This is an optimization exercise on Yosys and OpenROAD, whose aim is small area, not a production implementation.
Function was checked by simulation only, so behaviour that the tests miss may differ from the original.

the previous run:
Design Posit_mult_N32_ES6_PIPE6, start of the top module:
module Posit_mult_N32_ES6_PIPE6(clk, in1, in2, start, out, inf, zero, done);
Settings: LEC_CHECK=0, CAP_MARGIN=20, CORE_MARGIN=2, CORE_UTILIZATION=45, SLEW_MARGIN=20, SYNTH_HIERARCHICAL=1, SYNTH_MINIMUM_KEEP_SIZE=0; clock period 9.0 ns.
standard.sh (not shown) runs the stock make flow with config.mk's settings and CLKGATE_MAP_FILE= SYNTH_SCRIPT=/design/flow/synth_recipe.tcl, a recipe that flattens the netlist after the stock synthesis.
==> flow/flow/run.sh <==
#!/bin/bash
# The standard layout (the standard.sh: ORFS synthesis through finish),
# with the port buffers that global placement inserts made from the smallest
# buffer cell instead of the resizer's default choice.
set -euo pipefail
export BUFFER_PORTS_ARGS="-buffer_cell sky130_fd_sc_hd__buf_1"
bash standard.sh > standard.log 2>&1
The inputs of the current run differ from those of the previous run as listed below.
diff --git a/flow/design.v b/flow/design.v
--- a/flow/design.v
+++ b/flow/design.v
@@ -40,33 +40,33 @@
     assign zb[gi] = zb[gi-1] & fb1n[gi-1];
 end endgenerate
 wire pz = |(za & {zb[0], zb[1], zb[2], zb[3], zb[4], zb[5], zb[6], zb[7], zb[8], zb[9],
                   zb[10], zb[11], zb[12], zb[13], zb[14], zb[15], zb[16], zb[17], zb[18], zb[19]});
 wire ovf = ph[28];
 wire [12:0] ctl0, ctl1;
 pack_ctl u_ctl0 (.e(e1),         .ctl(ctl0));
 pack_ctl u_ctl1 (.e(e1 + 13'd1), .ctl(ctl1));
 wire [4:0] sh1 = ctl1[4:0] + 5'd1;
 wire [35:28] ztop = ovf ? {ctl1[12:6], ph[27]} : {~ctl0[12], ctl0[12:6]};
 reg        d2, p2, q2, r2, f2;
 reg [4:0]  sh2;          
-reg [35:2] z2;           
+reg [35:0] z2;           
 always @(posedge clk) begin
     d2  <= d1;
     p2  <= p1;
     q2  <= q1;
     r2  <= ovf ? ctl1[5] : ctl0[5];
     f2  <= ovf ? ~ctl1[12] : ~ctl0[12];
     sh2 <= ovf ? sh1 : ctl0[4:0];
-    z2  <= {ztop, ph[26:2], ph[1] | ph[0] | ~pz};   
+    z2  <= {ztop, ph[26:0], ~pz};
 end
 wire [33:2] wn;          
 wire stk;
 pack u_pack (.z(z2), .fill(f2), .sh(sh2), .wn(wn), .stk(stk));
 wire [30:0] yn = {~f2, wn[33:4]};             
 wire gn = wn[3], rn = wn[2];
 wire n2 = p2 & q2;
 wire ulp = ~gn & (~rn | stk | ~yn[0]) & r2;
 wire inc = n2 ? gn : ulp;
 wire [30:0] t = yn ^ {31{~n2}};
 wire [30:0] mag;
 inc31 u_inc (.a(t), .ci(inc), .s(mag));
@@ -1440,25 +1440,25 @@
 wire fs575, fc576; fa_cell u_fs575 (.a(fs401), .b(fc485), .c(fs486), .s(fs575), .co(fc576));
 wire fs577, fc578; fa_cell u_fs577 (.a(fs405), .b(fc487), .c(fs488), .s(fs577), .co(fc578));
 wire fs579, fc580; fa_cell u_fs579 (.a(hs409), .b(fc489), .c(fs490), .s(fs579), .co(fc580));
 wire fs581, fc582; fa_cell u_fs581 (.a(fs411), .b(fc491), .c(fs492), .s(fs581), .co(fc582));
 wire fs583, fc584; fa_cell u_fs583 (.a(kh413), .b(fc493), .c(fs494), .s(fs583), .co(fc584));
 wire fs585, fc586; fa_cell u_fs585 (.a(pp10_24), .b(fc495), .c(fs496), .s(fs585), .co(fc586));
 wire fs587, fc588; fa_cell u_fs587 (.a(ra22), .b(fc497), .c(kh498), .s(fs587), .co(fc588));
 wire kh589 = ~pp11_24;
 assign x = {fc588, fc586, fc584, fc582, fc580, fc578, fc576, fc574, fc572, fc570, fc568, fc566, fc564, fc562, fc560, fc558, fc556, fc554, fc552, fc550, fc548, fc546, fc544, fc542, fc540, fc538, fc536, fc534, fc532, fc530, fc528, fc526, fc524, fc522, fc520, fc518, fc516, fc514, fc512, fc510, fc508, fc506, fc504, hc502, hc500, neg1, pp0_1, pp0_0};
 assign y = {kh589, fs587, fs585, fs583, fs581, fs579, fs577, fs575, fs573, fs571, fs569, fs567, fs565, fs563, fs561, fs559, fs557, fs555, fs553, fs551, fs549, fs547, fs545, fs543, fs541, fs539, fs537, fs535, fs533, fs531, fs529, fs527, fs525, fs523, fs521, fs519, fs517, fs515, fs513, fs511, fs509, fs507, fs505, fs503, hs501, hs499, 1'b0, neg0};
 endmodule
 module pack(z, fill, sh, wn, stk);
-input [35:2] z;        
+input [35:0] z;
 input fill;
 input [4:0] sh;        
 output [33:2] wn;      
 output stk;            
 wire so1 = sh[4] & (z[3] | z[4] | z[5] | z[6] | z[7] | z[8] | z[9] | z[10] | z[11] | z[12] | z[13] | z[14] | z[15] | z[16] | z[17] | z[18]);
 wire sn2 = ~sh[4];
 wire mx3; muxi_cell u_mx3 (.a0(z[3]), .a1(z[19]), .s(sh[4]), .sn(sn2), .y(mx3));
 wire mx4; muxi_cell u_mx4 (.a0(z[4]), .a1(z[20]), .s(sh[4]), .sn(sn2), .y(mx4));
 wire mx5; muxi_cell u_mx5 (.a0(z[5]), .a1(z[21]), .s(sh[4]), .sn(sn2), .y(mx5));
 wire mx6; muxi_cell u_mx6 (.a0(z[6]), .a1(z[22]), .s(sh[4]), .sn(sn2), .y(mx6));
 wire mx7; muxi_cell u_mx7 (.a0(z[7]), .a1(z[23]), .s(sh[4]), .sn(sn2), .y(mx7));
 wire mx8; muxi_cell u_mx8 (.a0(z[8]), .a1(z[24]), .s(sh[4]), .sn(sn2), .y(mx8));
@@ -1651,25 +1651,25 @@
 assign wn[22] = mx163;
 assign wn[23] = mx164;
 assign wn[24] = mx165;
 assign wn[25] = mx166;
 assign wn[26] = mx167;
 assign wn[27] = mx168;
 assign wn[28] = mx169;
 assign wn[29] = mx170;
 assign wn[30] = mx171;
 assign wn[31] = mx172;
 assign wn[32] = mx173;
 assign wn[33] = mx174;
-assign stk = z[2] | so1 | so36 | so71 | so106 | so141;
+assign stk = z[0] | z[1] | z[2] | so1 | so36 | so71 | so106 | so141;
 endmodule
 module fa_cell(a, b, c, s, co);
 input a, b, c;
 output s, co;
 assign s  = a ^ b ^ c;
 assign co = (a & b) | (a & c) | (b & c);
 endmodule
 module ha_cell(a, b, s, co);
 input a, b;
 output s, co;
 assign s  = a ^ b;
 assign co = a & b;
Findings:
Of the two values seen for termination of the worst setup path, z2[29] was produced by the current run and r2 by the previous run. The current run against the previous run: multi-input combinational gate total +about 0.44%; iteration count of the initial detailed-routing pass went down 3. Delta (the current run minus the previous run): flip-flop and latch area went up about 1.9%, count of clock-buffer cells in the layout went down 1. Wire length is lower on the previous run. From the previous run to the current run the numbers moved as follows: net count of the mapped netlist neither gained nor lost much.

[afterwards: timing with drivers on the ports]
The flow's constraints put no driver on any port. The routed layouts listed below were extracted and timed again, unchanged, in two steps. Step 1: set_driving_cell puts a clkbuf_16 on clk and a buf_2 on each other input, an assumption about the parent block. Step 2 times the ports against the registers' clock, not the clock port: input delays grow and output delays shrink by t, the midpoint of the rising clock arrivals with the driver on. a / b / c = no drivers / after step 1 / after step 2; a / b = the first two.
run | t (ns) | slack for setup (ns) | latest minus earliest clock arrival (ns) | pins driven straight from the clock port
the previous run | 0.402 | 0.959 / 0.959 / 0.917 | 0.013 / 0.013 | 1
the current run | 0.432 | 0.646 / 0.646 / 0.646 | 0.014 / 0.014 | 1
After both steps setup and hold are still met in every run listed. The setup slack of the previous run, which loses most, moves by 0.000 ns with the drivers and by -0.042 ns with both steps.
